Source: an optimization exercise on an open RTL-to-GDS flow (aim: small area, a short achievable clock period and few clock cycles per item). Production flows keep margins and buffers that such runs may drop. No functional check of the RTL was part of any run shown here. Power is estimated from default activity; no workload was simulated.

## flow/design.v (module list and top-level ports; edited modules follow where they fit)
// module sram22_64x32m4w8: 20 lines
// module dot_product: 1571 lines
module dot_product #(
  parameter ADDR_WIDTH = 5,
  parameter WIDTH = 32
) (
  input clk,
  input rst,
  input [ADDR_WIDTH:0] len,
  input [WIDTH-1:0] a_data,
  input a_valid,
  output reg a_ready,
  input [WIDTH-1:0] b_data,
  input b_valid,
  output reg b_ready,
  output [WIDTH-1:0] c_data,
  output reg c_valid,
  input c_ready
);
  // ...
==> flow/flow/run.sh <==
#!/bin/bash
# Own layout flow: the standard layout (standard synthesis, floorplan,
# placement, CTS, routing) run through standard.sh, with extra make settings
# read from flow/make_args.txt (one VAR=value per line). They set how hard
# timing repair works (a setup slack margin, so that repair keeps shortening
# the critical paths after the 10 ns clock is met) and which buffer cell
# buffers the ports. The design's clock and I/O constraints are unchanged.
# make's full output goes to flow_make.log here; each ORFS step also keeps
# its own log under orfs/logs/.
set -euo pipefail
cd "$(dirname "$0")/.."
args=()
while IFS= read -r line || [[ -n "$line" ]]; do
  [[ -z "$line" || "$line" == \#* ]] && continue
  args+=("$line")
done < flow/make_args.txt
bash standard.sh "${args[@]}" finish > flow_make.log 2>&1
==> flow/flow/make_args.txt <==
SETUP_SLACK_MARGIN=6.6
BUFFER_PORTS_ARGS=-buffer_cell sky130_fd_sc_hd__buf_2
==> flow/standard.sh <==
#!/bin/bash
# synth_recipe.tcl (not shown) runs the flow's synth.tcl, then flattens the netlist and writes it again
# the make line also repeats each setting of config.mk as NAME=value (left out here)
make -C /OpenROAD-flow-scripts/flow DESIGN_CONFIG=/design/flow/config.mk WORK_HOME=/design/flow/orfs CLKGATE_MAP_FILE= SYNTH_SCRIPT=/design/flow/synth_recipe.tcl "${@:-finish}"
==> flow/config.mk <==
export PLATFORM = sky130hd
export DESIGN_NAME = dot_product
export DESIGN_NICKNAME = dot_product
export VERILOG_FILES = /design/flow/design.v
export SDC_FILE = /design/flow/constraint.sdc
export NUM_CORES = 4
export LEC_CHECK = 0
export CAP_MARGIN = 5
export CORE_MARGIN = 2
export CORE_UTILIZATION = 40
export PLACE_DENSITY = 0.6
export SLEW_MARGIN = 5
==> flow/constraint.sdc <==
create_clock -name core_clock -period 10.0 [get_ports {clk}]
set_input_delay 2.0000 -clock core_clock [delete_from_list [all_inputs] [get_ports {clk}]]
set_output_delay 2.0000 -clock core_clock [all_outputs]
set_load 0.01 [all_outputs]
==> run notes, run 1 <==
The flow ran to the end and the layout has no timing, DRC or antenna violations. The combinational group share of total power came out at 71.8%. The number of non-clock inverters in the layout came out at 176. Cell internal power was estimated by the tool at 4.65 mW. The largest family of logic cells by synthesized area is XOR/XNOR gates. Leaving out fill and tap cells, the most frequent cell in the layout is sky130_fd_sc_hd__xnor2_1. STA classifies the critical path endpoint as a flop. The TritonCTS clock tree is yes. The number of clock buffer instances in the layout came out at 38. The data arrival time at the worst-slack endpoint came out at 4.01 ns. The detailed-placement wirelength estimate is 38.0 mm. The number of vias per cell came out at 5.30.

The sequential share of cell area is 23.7%. The first detailed-routing pass took 5 iterations. The design received a total of 672 well taps at floorplan. In the final design, more cell area goes to multi-input gates than to any other class. Setup repair after global routing could not meet its margin everywhere. The number of nets in the synthesized netlist is 2399. The die span in y came out at 230 microns.

The clock-pin transition on the worst setup and hold timing paths is 0.06 ns. In this run the standard cell core region covers 50200 sq um. The sequential cell area fraction in the yosys report came out at 27.1%. In the final layout, the registers with the most flip-flops are a_r (32), acc (32). The initial antenna violation count is 0. The number of fill cells came out at 4768. The sum of routed wire length over all layers came out at 53.9 mm. The sequential logic power is 1.40 mW. The largest fanout on the critical path came out at 4.

The wire length of the first global-routing pass is 85.8 mm. In this run the most used layer during global routing was met2. After layout, the worst setup slack is 6.49 ns.
==> inputs of run 2 (changes only) <==
--- a/flow/design.v
+++ b/flow/design.v
@@ -1288,282 +1288,253 @@
 wire ys564;
 wire yc565;
 assign ys564 = m_0_0 ^ m_0_1;
 assign yc565 = m_0_0 & m_0_1;
 wire ys566;
 wire yc567;
 assign ys566 = m_1_0 ^ accg[1];
 assign yc567 = m_1_0 & accg[1];
-wire ys568;
-wire yc569;
-assign ys568 = m_2_0 ^ m_2_1 ^ m_2_2;
-assign yc569 = (m_2_0 & m_2_1) | (m_2_0 & m_2_2) | (m_2_1 & m_2_2);
-wire ys570;
-wire yc571;
-assign ys570 = accg[2] ^ yc567;
-assign yc571 = accg[2] & yc567;
-wire ys572;
-wire yc573;
-assign ys572 = m_3_0 ^ m_3_1 ^ accg[3];
-assign yc573 = (m_3_0 & m_3_1) | (m_3_0 & accg[3]) | (m_3_1 & accg[3]);
-wire ys574;
-wire yc575;
-assign ys574 = yc569 ^ yc571;
-assign yc575 = yc569 & yc571;
-wire ys576;
-wire yc577;
-assign ys576 = m_4_0 ^ m_4_1 ^ m_4_2;
-assign yc577 = (m_4_0 & m_4_1) | (m_4_0 & m_4_2) | (m_4_1 & m_4_2);
-wire ys578;
-wire yc579;
-assign ys578 = accg[4] ^ yc573 ^ ys576;
-assign yc579 = (accg[4] & yc573) | (accg[4] & ys576) | (yc573 & ys576);
-wire ys580;
-wire yc581;
-assign ys580 = m_5_0 ^ m_5_1 ^ m_5_2;
-assign yc581 = (m_5_0 & m_5_1) | (m_5_0 & m_5_2) | (m_5_1 & m_5_2);
-wire ys582;
-wire yc583;
-assign ys582 = accg[5] ^ yc577 ^ ys580;
-assign yc583 = (accg[5] & yc577) | (accg[5] & ys580) | (yc577 & ys580);
-wire ys584;
-wire yc585;
-assign ys584 = m_6_0 ^ m_6_1 ^ m_6_2;
-assign yc585 = (m_6_0 & m_6_1) | (m_6_0 & m_6_2) | (m_6_1 & m_6_2);
-wire ys586;
-wire yc587;
-assign ys586 = accg[6] ^ yc581 ^ ys584;
-assign yc587 = (accg[6] & yc581) | (accg[6] & ys584) | (yc581 & ys584);
-wire ys588;
-wire yc589;
-assign ys588 = m_7_0 ^ m_7_1 ^ m_7_2;
-assign yc589 = (m_7_0 & m_7_1) | (m_7_0 & m_7_2) | (m_7_1 & m_7_2);
-wire ys590;
-wire yc591;
-assign ys590 = accg[7] ^ yc585 ^ ys588;
-assign yc591 = (accg[7] & yc585) | (accg[7] & ys588) | (yc585 & ys588);
-wire ys592;
-wire yc593;
-assign ys592 = m_8_0 ^ m_8_1 ^ m_8_2;
-assign yc593 = (m_8_0 & m_8_1) | (m_8_0 & m_8_2) | (m_8_1 & m_8_2);
-wire ys594;
-wire yc595;
-assign ys594 = accg[8] ^ yc589 ^ ys592;
-assign yc595 = (accg[8] & yc589) | (accg[8] & ys592) | (yc589 & ys592);
-wire ys596;
-wire yc597;
-assign ys596 = m_9_0 ^ m_9_1 ^ m_9_2;
-assign yc597 = (m_9_0 & m_9_1) | (m_9_0 & m_9_2) | (m_9_1 & m_9_2);
-wire ys598;
-wire yc599;
-assign ys598 = accg[9] ^ yc593 ^ ys596;
-assign yc599 = (accg[9] & yc593) | (accg[9] & ys596) | (yc593 & ys596);
-wire ys600;
-wire yc601;
-assign ys600 = m_10_0 ^ m_10_1 ^ m_10_2;
-assign yc601 = (m_10_0 & m_10_1) | (m_10_0 & m_10_2) | (m_10_1 & m_10_2);
-wire ys602;
-wire yc603;
-assign ys602 = accg[10] ^ yc597 ^ ys600;
-assign yc603 = (accg[10] & yc597) | (accg[10] & ys600) | (yc597 & ys600);
-wire ys604;
-wire yc605;
-assign ys604 = m_11_0 ^ m_11_1 ^ m_11_2;
-assign yc605 = (m_11_0 & m_11_1) | (m_11_0 & m_11_2) | (m_11_1 & m_11_2);
-wire ys606;
-wire yc607;
-assign ys606 = accg[11] ^ yc601 ^ ys604;
-assign yc607 = (accg[11] & yc601) | (accg[11] & ys604) | (yc601 & ys604);
-wire ys608;
-wire yc609;
-assign ys608 = m_12_0 ^ m_12_1 ^ m_12_2;
-assign yc609 = (m_12_0 & m_12_1) | (m_12_0 & m_12_2) | (m_12_1 & m_12_2);
-wire ys610;
-wire yc611;
-assign ys610 = accg[12] ^ yc605 ^ ys608;
-assign yc611 = (accg[12] & yc605) | (accg[12] & ys608) | (yc605 & ys608);
-wire ys612;
-wire yc613;
-assign ys612 = m_13_0 ^ m_13_1 ^ m_13_2;
-assign yc613 = (m_13_0 & m_13_1) | (m_13_0 & m_13_2) | (m_13_1 & m_13_2);
-wire ys614;
-wire yc615;
-assign ys614 = accg[13] ^ yc609 ^ ys612;
-assign yc615 = (accg[13] & yc609) | (accg[13] & ys612) | (yc609 & ys612);
-wire ys616;
-wire yc617;
-assign ys616 = m_14_0 ^ m_14_1 ^ m_14_2;
-assign yc617 = (m_14_0 & m_14_1) | (m_14_0 & m_14_2) | (m_14_1 & m_14_2);
-wire ys618;
-wire yc619;
-assign ys618 = accg[14] ^ yc613 ^ ys616;
-assign yc619 = (accg[14] & yc613) | (accg[14] & ys616) | (yc613 & ys616);
-wire ys620;
-wire yc621;
-assign ys620 = m_15_0 ^ m_15_1 ^ m_15_2;
-assign yc621 = (m_15_0 & m_15_1) | (m_15_0 & m_15_2) | (m_15_1 & m_15_2);
-wire ys622;
-wire yc623;
-assign ys622 = accg[15] ^ yc617 ^ ys620;
-assign yc623 = (accg[15] & yc617) | (accg[15] & ys620) | (yc617 & ys620);
-wire ys624;
-wire yc625;
-assign ys624 = m_16_0 ^ m_16_1 ^ m_16_2;
-assign yc625 = (m_16_0 & m_16_1) | (m_16_0 & m_16_2) | (m_16_1 & m_16_2);
-wire ys626;
-wire yc627;
-assign ys626 = accg[16] ^ yc621 ^ ys624;
-assign yc627 = (accg[16] & yc621) | (accg[16] & ys624) | (yc621 & ys624);
-wire ys628;
-wire yc629;
-assign ys628 = m_17_0 ^ m_17_1 ^ m_17_2;
-assign yc629 = (m_17_0 & m_17_1) | (m_17_0 & m_17_2) | (m_17_1 & m_17_2);
-wire ys630;
-wire yc631;
-assign ys630 = accg[17] ^ yc625 ^ ys628;
-assign yc631 = (accg[17] & yc625) | (accg[17] & ys628) | (yc625 & ys628);
-wire ys632;
-wire yc633;
-assign ys632 = m_18_0 ^ m_18_1 ^ m_18_2;
-assign yc633 = (m_18_0 & m_18_1) | (m_18_0 & m_18_2) | (m_18_1 & m_18_2);
-wire ys634;
-wire yc635;
-assign ys634 = accg[18] ^ yc629 ^ ys632;
-assign yc635 = (accg[18] & yc629) | (accg[18] & ys632) | (yc629 & ys632);
-wire ys636;
-wire yc637;
-assign ys636 = m_19_0 ^ m_19_1 ^ m_19_2;
-assign yc637 = (m_19_0 & m_19_1) | (m_19_0 & m_19_2) | (m_19_1 & m_19_2);
-wire ys638;
-wire yc639;
-assign ys638 = accg[19] ^ yc633 ^ ys636;
-assign yc639 = (accg[19] & yc633) | (accg[19] & ys636) | (yc633 & ys636);
-wire ys640;
-wire yc641;
-assign ys640 = m_20_0 ^ m_20_1 ^ m_20_2;
-assign yc641 = (m_20_0 & m_20_1) | (m_20_0 & m_20_2) | (m_20_1 & m_20_2);
-wire ys642;
-wire yc643;
-assign ys642 = accg[20] ^ yc637 ^ ys640;
-assign yc643 = (accg[20] & yc637) | (accg[20] & ys640) | (yc637 & ys640);
-wire ys644;
-wire yc645;
-assign ys644 = m_21_0 ^ m_21_1 ^ m_21_2;
-assign yc645 = (m_21_0 & m_21_1) | (m_21_0 & m_21_2) | (m_21_1 & m_21_2);
-wire ys646;
-wire yc647;
-assign ys646 = accg[21] ^ yc641 ^ ys644;
-assign yc647 = (accg[21] & yc641) | (accg[21] & ys644) | (yc641 & ys644);
-wire ys648;
-wire yc649;
-assign ys648 = m_22_0 ^ m_22_1 ^ m_22_2;
-assign yc649 = (m_22_0 & m_22_1) | (m_22_0 & m_22_2) | (m_22_1 & m_22_2);
-wire ys650;
-wire yc651;
-assign ys650 = accg[22] ^ yc645 ^ ys648;
-assign yc651 = (accg[22] & yc645) | (accg[22] & ys648) | (yc645 & ys648);
-wire ys652;
-wire yc653;
-assign ys652 = m_23_0 ^ m_23_1 ^ m_23_2;
-assign yc653 = (m_23_0 & m_23_1) | (m_23_0 & m_23_2) | (m_23_1 & m_23_2);
-wire ys654;
-wire yc655;
-assign ys654 = accg[23] ^ yc649 ^ ys652;
-assign yc655 = (accg[23] & yc649) | (accg[23] & ys652) | (yc649 & ys652);
-wire ys656;
-wire yc657;
-assign ys656 = m_24_0 ^ m_24_1 ^ m_24_2;
-assign yc657 = (m_24_0 & m_24_1) | (m_24_0 & m_24_2) | (m_24_1 & m_24_2);
-wire ys658;
-wire yc659;
-assign ys658 = accg[24] ^ yc653 ^ ys656;
-assign yc659 = (accg[24] & yc653) | (accg[24] & ys656) | (yc653 & ys656);
-wire ys660;
-wire yc661;
-assign ys660 = m_25_0 ^ m_25_1 ^ m_25_2;
-assign yc661 = (m_25_0 & m_25_1) | (m_25_0 & m_25_2) | (m_25_1 & m_25_2);
-wire ys662;
-wire yc663;
-assign ys662 = accg[25] ^ yc657 ^ ys660;
-assign yc663 = (accg[25] & yc657) | (accg[25] & ys660) | (yc657 & ys660);
-wire ys664;
-wire yc665;
-assign ys664 = m_26_0 ^ m_26_1 ^ m_26_2;
-assign yc665 = (m_26_0 & m_26_1) | (m_26_0 & m_26_2) | (m_26_1 & m_26_2);
-wire ys666;
-wire yc667;
-assign ys666 = accg[26] ^ yc661 ^ ys664;
-assign yc667 = (accg[26] & yc661) | (accg[26] & ys664) | (yc661 & ys664);
-wire ys668;
-wire yc669;
-assign ys668 = m_27_0 ^ m_27_1 ^ m_27_2;
-assign yc669 = (m_27_0 & m_27_1) | (m_27_0 & m_27_2) | (m_27_1 & m_27_2);
-wire ys670;
-wire yc671;
-assign ys670 = accg[27] ^ yc665 ^ ys668;
-assign yc671 = (accg[27] & yc665) | (accg[27] & ys668) | (yc665 & ys668);
-wire ys672;
-wire yc673;
-assign ys672 = m_28_0 ^ m_28_1 ^ m_28_2;
-assign yc673 = (m_28_0 & m_28_1) | (m_28_0 & m_28_2) | (m_28_1 & m_28_2);
-wire ys674;
-wire yc675;
-assign ys674 = accg[28] ^ yc669 ^ ys672;
-assign yc675 = (accg[28] & yc669) | (accg[28] & ys672) | (yc669 & ys672);
-wire ys676;
-wire yc677;
-assign ys676 = m_29_0 ^ m_29_1 ^ m_29_2;
-assign yc677 = (m_29_0 & m_29_1) | (m_29_0 & m_29_2) | (m_29_1 & m_29_2);
-wire ys678;
-wire yc679;
-assign ys678 = accg[29] ^ yc673 ^ ys676;
-assign yc679 = (accg[29] & yc673) | (accg[29] & ys676) | (yc673 & ys676);
-wire ys680;
-wire yc681;
-assign ys680 = m_30_0 ^ m_30_1 ^ m_30_2;
-assign yc681 = (m_30_0 & m_30_1) | (m_30_0 & m_30_2) | (m_30_1 & m_30_2);
-wire ys682;
-wire yc683;
-assign ys682 = accg[30] ^ yc677 ^ ys680;
-assign yc683 = (accg[30] & yc677) | (accg[30] & ys680) | (yc677 & ys680);
-wire ys684;
-assign ys684 = m_31_0 ^ m_31_1;
-wire ys685;
-assign ys685 = m_31_2 ^ m_31_3;
-wire ys686;
-assign ys686 = m_31_4 ^ m_31_5;
-wire ys687;
-assign ys687 = m_31_6 ^ m_31_7;
-wire ys688;
-assign ys688 = m_31_8 ^ m_31_9;
-wire ys689;
-assign ys689 = m_31_10 ^ m_31_11;
-wire ys690;
-assign ys690 = m_31_12 ^ m_31_13;
-wire ys691;
-assign ys691 = m_31_14 ^ accg[31];
-wire ys692;
-assign ys692 = ys684 ^ ys685;
-wire ys693;
-assign ys693 = ys686 ^ ys687;
-wire ys694;
-assign ys694 = ys688 ^ ys689;
-wire ys695;
-assign ys695 = ys690 ^ ys691;
-wire ys696;
-assign ys696 = yc681 ^ ys692;
-wire ys697;
-assign ys697 = ys693 ^ ys694;
-wire ys698;
-assign ys698 = ys695 ^ ys696;
-wire ys699;
-assign ys699 = ys697 ^ ys698;
-wire [WIDTH-1:0] sx = {yc683, yc679, yc675, yc671, yc667, yc663, yc659, yc655, yc651, yc647, yc643, yc639, yc635, yc631, yc627, yc623, yc619, yc615, yc611, yc607, yc603, yc599, yc595, yc591, yc587, yc583, yc579, yc575, ys572, ys568, yc565, accg[0]};
-wire [WIDTH-1:0] sy = {ys699, ys682, ys678, ys674, ys670, ys666, ys662, ys658, ys654, ys650, ys646, ys642, ys638, ys634, ys630, ys626, ys622, ys618, ys614, ys610, ys606, ys602, ys598, ys594, ys590, ys586, ys582, ys578, ys574, ys570, ys566, ys564};
+wire ys568, yc569, yo570, yp571, yp572, yt573;
+assign yp571 = m_2_0 ^ m_2_1;
+assign yp572 = m_2_2 ^ accg[2];
+assign yt573 = yp571 ^ yp572;
+assign ys568 = yt573 ^ yc567;
+assign yc569 = yt573 ? yc567 : accg[2];
+assign yo570 = yp571 ? m_2_2 : m_2_0;
+wire ys574, yc575, yo576, yp577, yp578, yt579;
+assign yp577 = m_3_0 ^ m_3_1;
+assign yp578 = accg[3] ^ yo570;
+assign yt579 = yp577 ^ yp578;
+assign ys574 = yt579 ^ yc569;
+assign yc575 = yt579 ? yc569 : yo570;
+assign yo576 = yp577 ? accg[3] : m_3_0;
+wire ys580, yc581, yo582, yp583, yp584, yt585;
+assign yp583 = m_4_0 ^ m_4_1;
+assign yp584 = m_4_2 ^ accg[4];
+assign yt585 = yp583 ^ yp584;
+assign ys580 = yt585 ^ yo576;
+assign yc581 = yt585 ? yo576 : accg[4];
+assign yo582 = yp583 ? m_4_2 : m_4_0;
+wire ys586, yc587, yo588, yp589, yp590, yt591;
+assign yp589 = m_5_0 ^ m_5_1;
+assign yp590 = m_5_2 ^ accg[5];
+assign yt591 = yp589 ^ yp590;
+assign ys586 = yt591 ^ yo582;
+assign yc587 = yt591 ? yo582 : accg[5];
+assign yo588 = yp589 ? m_5_2 : m_5_0;
+wire ys592, yc593, yo594, yp595, yp596, yt597;
+assign yp595 = m_6_0 ^ m_6_1;
+assign yp596 = m_6_2 ^ accg[6];
+assign yt597 = yp595 ^ yp596;
+assign ys592 = yt597 ^ yo588;
+assign yc593 = yt597 ? yo588 : accg[6];
+assign yo594 = yp595 ? m_6_2 : m_6_0;
+wire ys598, yc599, yo600, yp601, yp602, yt603;
+assign yp601 = m_7_0 ^ m_7_1;
+assign yp602 = m_7_2 ^ accg[7];
+assign yt603 = yp601 ^ yp602;
+assign ys598 = yt603 ^ yo594;
+assign yc599 = yt603 ? yo594 : accg[7];
+assign yo600 = yp601 ? m_7_2 : m_7_0;
+wire ys604, yc605, yo606, yp607, yp608, yt609;
+assign yp607 = m_8_0 ^ m_8_1;
+assign yp608 = m_8_2 ^ accg[8];
+assign yt609 = yp607 ^ yp608;
+assign ys604 = yt609 ^ yo600;
+assign yc605 = yt609 ? yo600 : accg[8];
+assign yo606 = yp607 ? m_8_2 : m_8_0;
+wire ys610, yc611, yo612, yp613, yp614, yt615;
+assign yp613 = m_9_0 ^ m_9_1;
+assign yp614 = m_9_2 ^ accg[9];
+assign yt615 = yp613 ^ yp614;
+assign ys610 = yt615 ^ yo606;
+assign yc611 = yt615 ? yo606 : accg[9];
+assign yo612 = yp613 ? m_9_2 : m_9_0;
+wire ys616, yc617, yo618, yp619, yp620, yt621;
+assign yp619 = m_10_0 ^ m_10_1;
+assign yp620 = m_10_2 ^ accg[10];
+assign yt621 = yp619 ^ yp620;
+assign ys616 = yt621 ^ yo612;
+assign yc617 = yt621 ? yo612 : accg[10];
+assign yo618 = yp619 ? m_10_2 : m_10_0;
+wire ys622, yc623, yo624, yp625, yp626, yt627;
+assign yp625 = m_11_0 ^ m_11_1;
+assign yp626 = m_11_2 ^ accg[11];
+assign yt627 = yp625 ^ yp626;
+assign ys622 = yt627 ^ yo618;
+assign yc623 = yt627 ? yo618 : accg[11];
+assign yo624 = yp625 ? m_11_2 : m_11_0;
+wire ys628, yc629, yo630, yp631, yp632, yt633;
+assign yp631 = m_12_0 ^ m_12_1;
+assign yp632 = m_12_2 ^ accg[12];
+assign yt633 = yp631 ^ yp632;
+assign ys628 = yt633 ^ yo624;
+assign yc629 = yt633 ? yo624 : accg[12];
+assign yo630 = yp631 ? m_12_2 : m_12_0;
+wire ys634, yc635, yo636, yp637, yp638, yt639;
+assign yp637 = m_13_0 ^ m_13_1;
+assign yp638 = m_13_2 ^ accg[13];
+assign yt639 = yp637 ^ yp638;
+assign ys634 = yt639 ^ yo630;
+assign yc635 = yt639 ? yo630 : accg[13];
+assign yo636 = yp637 ? m_13_2 : m_13_0;
+wire ys640, yc641, yo642, yp643, yp644, yt645;
+assign yp643 = m_14_0 ^ m_14_1;
+assign yp644 = m_14_2 ^ accg[14];
+assign yt645 = yp643 ^ yp644;
+assign ys640 = yt645 ^ yo636;
+assign yc641 = yt645 ? yo636 : accg[14];
+assign yo642 = yp643 ? m_14_2 : m_14_0;
+wire ys646, yc647, yo648, yp649, yp650, yt651;
+assign yp649 = m_15_0 ^ m_15_1;
+assign yp650 = m_15_2 ^ accg[15];
+assign yt651 = yp649 ^ yp650;
+assign ys646 = yt651 ^ yo642;
+assign yc647 = yt651 ? yo642 : accg[15];
+assign yo648 = yp649 ? m_15_2 : m_15_0;
+wire ys652, yc653, yo654, yp655, yp656, yt657;
+assign yp655 = m_16_0 ^ m_16_1;
+assign yp656 = m_16_2 ^ accg[16];
+assign yt657 = yp655 ^ yp656;
+assign ys652 = yt657 ^ yo648;
+assign yc653 = yt657 ? yo648 : accg[16];
+assign yo654 = yp655 ? m_16_2 : m_16_0;
+wire ys658, yc659, yo660, yp661, yp662, yt663;
+assign yp661 = m_17_0 ^ m_17_1;
+assign yp662 = m_17_2 ^ accg[17];
+assign yt663 = yp661 ^ yp662;
+assign ys658 = yt663 ^ yo654;
+assign yc659 = yt663 ? yo654 : accg[17];
+assign yo660 = yp661 ? m_17_2 : m_17_0;
+wire ys664, yc665, yo666, yp667, yp668, yt669;
+assign yp667 = m_18_0 ^ m_18_1;
+assign yp668 = m_18_2 ^ accg[18];
+assign yt669 = yp667 ^ yp668;
+assign ys664 = yt669 ^ yo660;
+assign yc665 = yt669 ? yo660 : accg[18];
+assign yo666 = yp667 ? m_18_2 : m_18_0;
+wire ys670, yc671, yo672, yp673, yp674, yt675;
+assign yp673 = m_19_0 ^ m_19_1;
+assign yp674 = m_19_2 ^ accg[19];
+assign yt675 = yp673 ^ yp674;
+assign ys670 = yt675 ^ yo666;
+assign yc671 = yt675 ? yo666 : accg[19];
+assign yo672 = yp673 ? m_19_2 : m_19_0;
+wire ys676, yc677, yo678, yp679, yp680, yt681;
+assign yp679 = m_20_0 ^ m_20_1;
+assign yp680 = m_20_2 ^ accg[20];
+assign yt681 = yp679 ^ yp680;
+assign ys676 = yt681 ^ yo672;
+assign yc677 = yt681 ? yo672 : accg[20];
+assign yo678 = yp679 ? m_20_2 : m_20_0;
+wire ys682, yc683, yo684, yp685, yp686, yt687;
+assign yp685 = m_21_0 ^ m_21_1;
+assign yp686 = m_21_2 ^ accg[21];
+assign yt687 = yp685 ^ yp686;
+assign ys682 = yt687 ^ yo678;
+assign yc683 = yt687 ? yo678 : accg[21];
+assign yo684 = yp685 ? m_21_2 : m_21_0;
+wire ys688, yc689, yo690, yp691, yp692, yt693;
+assign yp691 = m_22_0 ^ m_22_1;
+assign yp692 = m_22_2 ^ accg[22];
+assign yt693 = yp691 ^ yp692;
+assign ys688 = yt693 ^ yo684;
+assign yc689 = yt693 ? yo684 : accg[22];
+assign yo690 = yp691 ? m_22_2 : m_22_0;
+wire ys694, yc695, yo696, yp697, yp698, yt699;
+assign yp697 = m_23_0 ^ m_23_1;
+assign yp698 = m_23_2 ^ accg[23];
+assign yt699 = yp697 ^ yp698;
+assign ys694 = yt699 ^ yo690;
+assign yc695 = yt699 ? yo690 : accg[23];
+assign yo696 = yp697 ? m_23_2 : m_23_0;
+wire ys700, yc701, yo702, yp703, yp704, yt705;
+assign yp703 = m_24_0 ^ m_24_1;
+assign yp704 = m_24_2 ^ accg[24];
+assign yt705 = yp703 ^ yp704;
+assign ys700 = yt705 ^ yo696;
+assign yc701 = yt705 ? yo696 : accg[24];
+assign yo702 = yp703 ? m_24_2 : m_24_0;
+wire ys706, yc707, yo708, yp709, yp710, yt711;
+assign yp709 = m_25_0 ^ m_25_1;
+assign yp710 = m_25_2 ^ accg[25];
+assign yt711 = yp709 ^ yp710;
+assign ys706 = yt711 ^ yo702;
+assign yc707 = yt711 ? yo702 : accg[25];
+assign yo708 = yp709 ? m_25_2 : m_25_0;
+wire ys712, yc713, yo714, yp715, yp716, yt717;
+assign yp715 = m_26_0 ^ m_26_1;
+assign yp716 = m_26_2 ^ accg[26];
+assign yt717 = yp715 ^ yp716;
+assign ys712 = yt717 ^ yo708;
+assign yc713 = yt717 ? yo708 : accg[26];
+assign yo714 = yp715 ? m_26_2 : m_26_0;
+wire ys718, yc719, yo720, yp721, yp722, yt723;
+assign yp721 = m_27_0 ^ m_27_1;
+assign yp722 = m_27_2 ^ accg[27];
+assign yt723 = yp721 ^ yp722;
+assign ys718 = yt723 ^ yo714;
+assign yc719 = yt723 ? yo714 : accg[27];
+assign yo720 = yp721 ? m_27_2 : m_27_0;
+wire ys724, yc725, yo726, yp727, yp728, yt729;
+assign yp727 = m_28_0 ^ m_28_1;
+assign yp728 = m_28_2 ^ accg[28];
+assign yt729 = yp727 ^ yp728;
+assign ys724 = yt729 ^ yo720;
+assign yc725 = yt729 ? yo720 : accg[28];
+assign yo726 = yp727 ? m_28_2 : m_28_0;
+wire ys730, yc731, yo732, yp733, yp734, yt735;
+assign yp733 = m_29_0 ^ m_29_1;
+assign yp734 = m_29_2 ^ accg[29];
+assign yt735 = yp733 ^ yp734;
+assign ys730 = yt735 ^ yo726;
+assign yc731 = yt735 ? yo726 : accg[29];
+assign yo732 = yp733 ? m_29_2 : m_29_0;
+wire ys736, yc737, yo738, yp739, yp740, yt741;
+assign yp739 = m_30_0 ^ m_30_1;
+assign yp740 = m_30_2 ^ accg[30];
+assign yt741 = yp739 ^ yp740;
+assign ys736 = yt741 ^ yo732;
+assign yc737 = yt741 ? yo732 : accg[30];
+assign yo738 = yp739 ? m_30_2 : m_30_0;
+wire ys742;
+assign ys742 = m_31_0 ^ m_31_1;
+wire ys743;
+assign ys743 = m_31_2 ^ m_31_3;
+wire ys744;
+assign ys744 = m_31_4 ^ m_31_5;
+wire ys745;
+assign ys745 = m_31_6 ^ m_31_7;
+wire ys746;
+assign ys746 = m_31_8 ^ m_31_9;
+wire ys747;
+assign ys747 = m_31_10 ^ m_31_11;
+wire ys748;
+assign ys748 = m_31_12 ^ m_31_13;
+wire ys749;
+assign ys749 = m_31_14 ^ accg[31];
+wire ys750;
+assign ys750 = ys742 ^ ys743;
+wire ys751;
+assign ys751 = ys744 ^ ys745;
+wire ys752;
+assign ys752 = ys746 ^ ys747;
+wire ys753;
+assign ys753 = ys748 ^ ys749;
+wire ys754;
+assign ys754 = ys750 ^ ys751;
+wire ys755;
+assign ys755 = ys752 ^ ys753;
+wire ys756;
+assign ys756 = yo738 ^ ys754;
+wire ys757;
+assign ys757 = ys755 ^ yc737;
+wire [WIDTH-1:0] sx = {ys756, ys736, ys730, ys724, ys718, ys712, ys706, ys700, ys694, ys688, ys682, ys676, ys670, ys664, ys658, ys652, ys646, ys640, ys634, ys628, ys622, ys616, ys610, ys604, ys598, ys592, ys586, ys580, ys574, ys568, yc565, accg[0]};
+wire [WIDTH-1:0] sy = {ys757, yc731, yc725, yc719, yc713, yc707, yc701, yc695, yc689, yc683, yc677, yc671, yc665, yc659, yc653, yc647, yc641, yc635, yc629, yc623, yc617, yc611, yc605, yc599, yc593, yc587, yc581, yc575, 1'b0, 1'b0, ys566, ys564};
 wire [WIDTH-1:0] acc_nx = sx + sy;
 always @(posedge clk) begin
   len_r <= len;
   if (rst) begin
     a_full <= 1'b0;
     b_full <= 1'b0;
     a_ready <= 1'b1;
     b_ready <= 1'b1;
==> run 2 against run 1 <==
Non-clock buffer count increased by 61. Setup slack better by 0.14 ns. Die area decreased by 1.0%. Via count is 2.0% higher. Clock-buffer cell count grew 2. Utilization grew 1.5 points. Critical path depth did not move. Cell area rose by 2.7%. Register-to-register slack better by 0.14 ns. Largest cell class unchanged.
==> run notes, run 2 <==
The maximum number of pins on one net before global-route repair came out at 49 (unchanged). The die extent in x is 228 microns (was 230 microns). The via count of the first global-routing pass is 15700 (was 15800). The initial antenna violation count is 0 (unchanged). The worst supply voltage drop on vdd is 199 uV (was 193 uV). The number of port buffers is 109 (unchanged). The startpoint of the most critical register-to-register path is m_13_1$_DFF_P_ (was m_8_0$_DFF_P_). The TritonCTS clock tree is yes (unchanged). The launch instance of the worst min-delay path is n[1]$_SDFFE_PP0P_ (unchanged). The count of mapped cells out of synthesis was 2141 (was 2192). The area of placed instances is 21100 sq um (was 21300 sq um).

The power density over the cells came out at 375 nW/um^2 (was 365 nW/um^2). The count of nets left with antenna violations after detail routing is 0 (unchanged). The worst hold path class is reg -> reg (unchanged). The kind of end point of the critical path is a flop (unchanged). The most used flip-flop cell after synthesis is sky130_fd_sc_hd__dfxtp_1 (unchanged). The count of flip-flops with a built-in enable after synthesis is 80 (unchanged). The most repeated cell in the gate-level netlist after synthesis is sky130_fd_sc_hd__xnor2_1 (unchanged).

The layout-stage area growth over the synthesis result came to 18.7% (was 14.4%). The count of antenna diodes in the layout is 0 (unchanged). The total via count after detailed routing came out at 16200 (was 15900). The clock-pin transition on the worst setup and hold timing paths was 0.07 ns (was 0.06 ns). The sink count of the clock tree is 236 (unchanged).

The global-route usage over all layers came to 20.4% (was 20.1%). The final net count is 2460 (was 2508). The origin of the worst setup path was m_13_1$_DFF_P_ (was m_8_0$_DFF_P_). The cell type with the largest total area after synthesis is sky130_fd_sc_hd__xnor2_1 (unchanged).

The die area is 52200 sq um (was 52700 sq um). The depth of the worst register-to-register path came out at 14 (unchanged). The required time of the worst setup path came out at 10.44 ns (was 10.50 ns). The sequential cell area fraction in the yosys report is 27.4% (was 27.1%). The area fraction of the dominant cell type after synthesis is 27.3% (was 22.9%). The data arrival time at the worst-slack endpoint came out at 3.81 ns (was 4.01 ns). The net count after synthesis is 2290 (was 2399).

RSZ-0062 raised after global routing: true (unchanged). The synthesized flop and latch total came to 236 (unchanged). The number of placed I/O pins is 110 (unchanged). The sum of routed wire length over all layers is 55.6 mm (was 53.9 mm).

The first-pass iteration count of the detailed router is 6 (was 5). The leakage power came out at 8.59 nW (was 8.87 nW). The timing-limited maximum frequency came out at 296 MHz (was 285 MHz). Leading cell types by total area after synthesis: sky130_fd_sc_hd__xnor2_1 (27%), sky130_fd_sc_hd__dfxtp_1 (16%), sky130_fd_sc_hd__edfxtp_1 (12%) (was sky130_fd_sc_hd__xnor2_1 (23%), sky130_fd_sc_hd__dfxtp_1 (15%), sky130_fd_sc_hd__edfxtp_1 (12%)). The row count is 82 (unchanged). The critical path start-end classification is reg -> reg (unchanged). The number of pins exceeding their max-slew limit in the final report is 0 (unchanged).

The total area of multi-input combinational cells is 14400 sq um (was 13800 sq um). The hold buffer count at CTS came to 0 (unchanged). The final design area excluding fillers came out at 23900 sq um (was 23300 sq um).

Result of the run: timing/DRC/antenna clean (unchanged). The post-route core utilization came out at 47.9% (was 46.4%). The final total negative setup slack came out at 0 ns (unchanged). The count of endpoints failing setup in the final report was 0 (unchanged). The slew at the pin closest to its max-slew limit is 0.908 ns (was 1.27 ns).

The launching element type of the critical path is a flop (unchanged). The number of vias per cell is 5.39 (was 5.30). Leading cell types in the layout, fill and taps excluded: sky130_fd_sc_hd__xnor2_1 (607), sky130_fd_sc_hd__a22oi_1 (246), sky130_fd_sc_hd__dfxtp_1 (153), sky130_fd_sc_hd__buf_4 (150), sky130_fd_sc_hd__maj3_1 (132) (was sky130_fd_sc_hd__xnor2_1 (527), sky130_fd_sc_hd__a22oi_1 (253), sky130_fd_sc_hd__inv_1 (170), sky130_fd_sc_hd__dfxtp_1 (154), sky130_fd_sc_hd__buf_2 (109)).

The mean instance size in the synthesized netlist is 9.41 sq um (was 9.29 sq um). The flip-flop and latch area is 5530 sq um (about the same). The placeable core area is 50000 sq um (was 50200 sq um). The number of distinct library cells after synthesis came out at 57 (was 55).

The most common cell after layout, fill and taps aside is sky130_fd_sc_hd__xnor2_1 (unchanged). The total CTS buffers is 28 (unchanged). The worst max-slew margin expressed relative to the limit came out at 39.0% (was 15.0%). The routed length per placed instance is 18.5 microns (was 18.0 microns). The worst-case clock buffer depth is 3 (unchanged). The number of fill cells is 4621 (was 4768). The detailed-placement wirelength estimate is 38.7 mm (was 38.0 mm). The number of hold-slack violations in the final timing report is 0 (unchanged). The DRC marker count from the first detailed-route iteration was 1215 (was 1055).

The total global routing overflow is 0 (unchanged). The starting density of the core is 40.3% (was 40.6%). The portion of the clock cycle consumed by the worst path in the final layout came out at 33.7% (was 35.1%). The area of the mapped netlist is 20100 sq um (was 20400 sq um).

The deepest level of the CTS H-tree came out at 1 (unchanged). Cell types with the highest counts after synthesis: sky130_fd_sc_hd__xnor2_1 (628), sky130_fd_sc_hd__a22oi_1 (256), sky130_fd_sc_hd__dfxtp_1 (156) (was sky130_fd_sc_hd__xnor2_1 (533), sky130_fd_sc_hd__a22oi_1 (254), sky130_fd_sc_hd__inv_1 (176)). The time the worst path needs with I/O delays and setup came out at 3.37 ns (was 3.51 ns). The DRC violation count after routing is 0 (unchanged).

The die span in y came out at 228 microns (was 230 microns). The clock network latency to the later pin of the worst-skew pair came out at 0.58 ns (was 0.57 ns). The global placement routability congestion is 0.860 (was 0.855). The root cell of the clock tree is sky130_fd_sc_hd__clkbuf_16 (unchanged). The number of max-cap violations is 0 (unchanged). The cell count of the worst hold path came to 2 (unchanged). The wire length of the first global-routing pass came out at 86.2 mm (was 85.8 mm). The share of flip-flops with an asynchronous set or reset after synthesis was 0% (unchanged). Largest registers: a_r (32), acc (32) (unchanged). The worst clock skew came out at 0.0260 ns (was 0.0279 ns). The number of warning messages in the yosys log came out at 1 (unchanged). The fraction of layout instances using a drive strength above 1 is 19.5% (was 15.5%).

The largest fanout on the critical path is 5 (was 4).
-- run 2: cell types whose count changed after synthesis, sizes merged, moves of 9 or more --
cell	before	now
clkbuf	47	68
buf	99	78
nand2b	14	5
a21oi	89	71
xor2	102	126
xnor2	538	628
maj3	77	146
fa	69	13
inv	176	20
-- run 2: path summary, 6_finish.rpt --
kind	slack, ns	to
setup / recovery	6.63	acc[31]$_SDFF_PP0_
hold / removal	0.53	n[1]$_SDFFE_PP0P_
setup reg to reg	6.63	acc[31]$_SDFF_PP0_
hold reg to reg	0.53	n[1]$_SDFFE_PP0P_
-- run 2: critical path, cell delays in order, from the launching register on --
cell,delay [ns]
sky130_fd_sc_hd__dfxtp_2,0.33
sky130_fd_sc_hd__maj3_2,0.34
sky130_fd_sc_hd__xnor2_2,0.21
sky130_fd_sc_hd__xnor2_2,0.15
sky130_fd_sc_hd__ha_4,0.23
sky130_fd_sc_hd__a21o_1,0.16
sky130_fd_sc_hd__a21o_1,0.16
sky130_fd_sc_hd__a21o_1,0.17
sky130_fd_sc_hd__a21o_1,0.17
sky130_fd_sc_hd__a21o_1,0.17
sky130_fd_sc_hd__a21o_1,0.17
sky130_fd_sc_hd__a221o_2,0.43
sky130_fd_sc_hd__a31oi_4,0.22
sky130_fd_sc_hd__mux2i_1,0.21
sky130_fd_sc_hd__nand3_1,0.09
-- run 2: routing by layer --
metal	GRT usage [%]	part of all wire (%)	vias to the layer above
met4	9.03	4.4	0
met1	26.0	43	7741
met3	1.78	5.3	117
li1	-	-	7791
met5	0	0	-
met2	35.1	47	535
-- run 2: power by group --
group / internal (mW) / switching, mW / leakage [nW]
registers: 1.29 / 0.190 / 2.21
logic: 3.03 / 3.38 / 5.91
clock network: 0.638 / 0.426 / 0.467
total: 4.96 / 4.00 / 8.59
-- run 2: timing repair --
item / in CTS / in global routing
cloned: 0 / 2
buffers inserted: 62 / 87
endpoints found under the setup margin: 35 / 25
pin swaps: 14 / 38
gates resized for setup: 45 / 66
hold endpoints to repair: 0 / 0
-- run 2: stage by stage --
| step | setup slack [ns] | std cells | hold WS (ns) | total power [mW] |
|---|---|---|---|---|
| 6_report | 6.63 | 3005 | 0.534 | 8.96 |
| 5_1_grt | 6.49 | 3005 | 0.571 | 9.69 |
| 4_1_cts | 6.60 | 2916 | 0.530 | 8.63 |
| 3_5_place_dp | 6.16 | 2802 | 0.513 | 7.20 |
| 3_3_place_gp | 6.24 | 2802 | 0.499 | 7.11 |
| 2_1_floorplan | 6.00 | 2141 | 0.343 | 6.04 |
-- run 2: layout make-up --
cell class	instances	share of cell area, %
clock buffer	40	3.33
clock inverter	12	0.738
inverter	20	0.330
multi-input combinational	1739	60.4
sequential	236	23.1
tap	672	3.52
timing repair buffer	286	8.55
-- run 2: logic make-up (layout without fill, tap and decap cells) --
kind of cell	count (synthesis)	count (layout)	share of synthesized area, %
multiplexers	23	23	1.22
AO/OA/AOI/OAI	411	411	14.4
flip-flops	236	236	27.4
AND/OR/NAND/NOR	327	327	7.99
XOR/XNOR	758	758	33.2
adder cells (fa/ha/maj)	220	220	12.3
buffers and inverters	166	358	3.40

-- afterwards: timing with drivers on the ports --
The results above use ideal ports. As a check the final layouts listed here were re-extracted and re-timed, cells and wires unchanged. Step 1 sets driving cells, clkbuf_16 on the clock port and buf_2 on the other inputs (assumed; they add their load-dependent delay and slew). Step 2 times the ports against the registers' clock, not the clock port: input delays grow and output delays shrink by t, the midpoint of the rising clock arrivals with the driver on. a / b / c = no drivers / after step 1 / after step 2; a / b = the first two.
run	t (ns)	setup slack, ns	worst register clock-pin slew, ns	pins driven straight from the clock port
run 1	0.615	6.487 / 6.487 / 6.176	0.06 / 0.06	1
run 2	0.625	6.627 / 6.627 / 6.558	0.07 / 0.07	1
After both steps setup and hold are still met in every run listed. For run 1, which loses most, drivers alone change the setup slack by 0.000 ns; drivers and shift together by -0.311 ns.
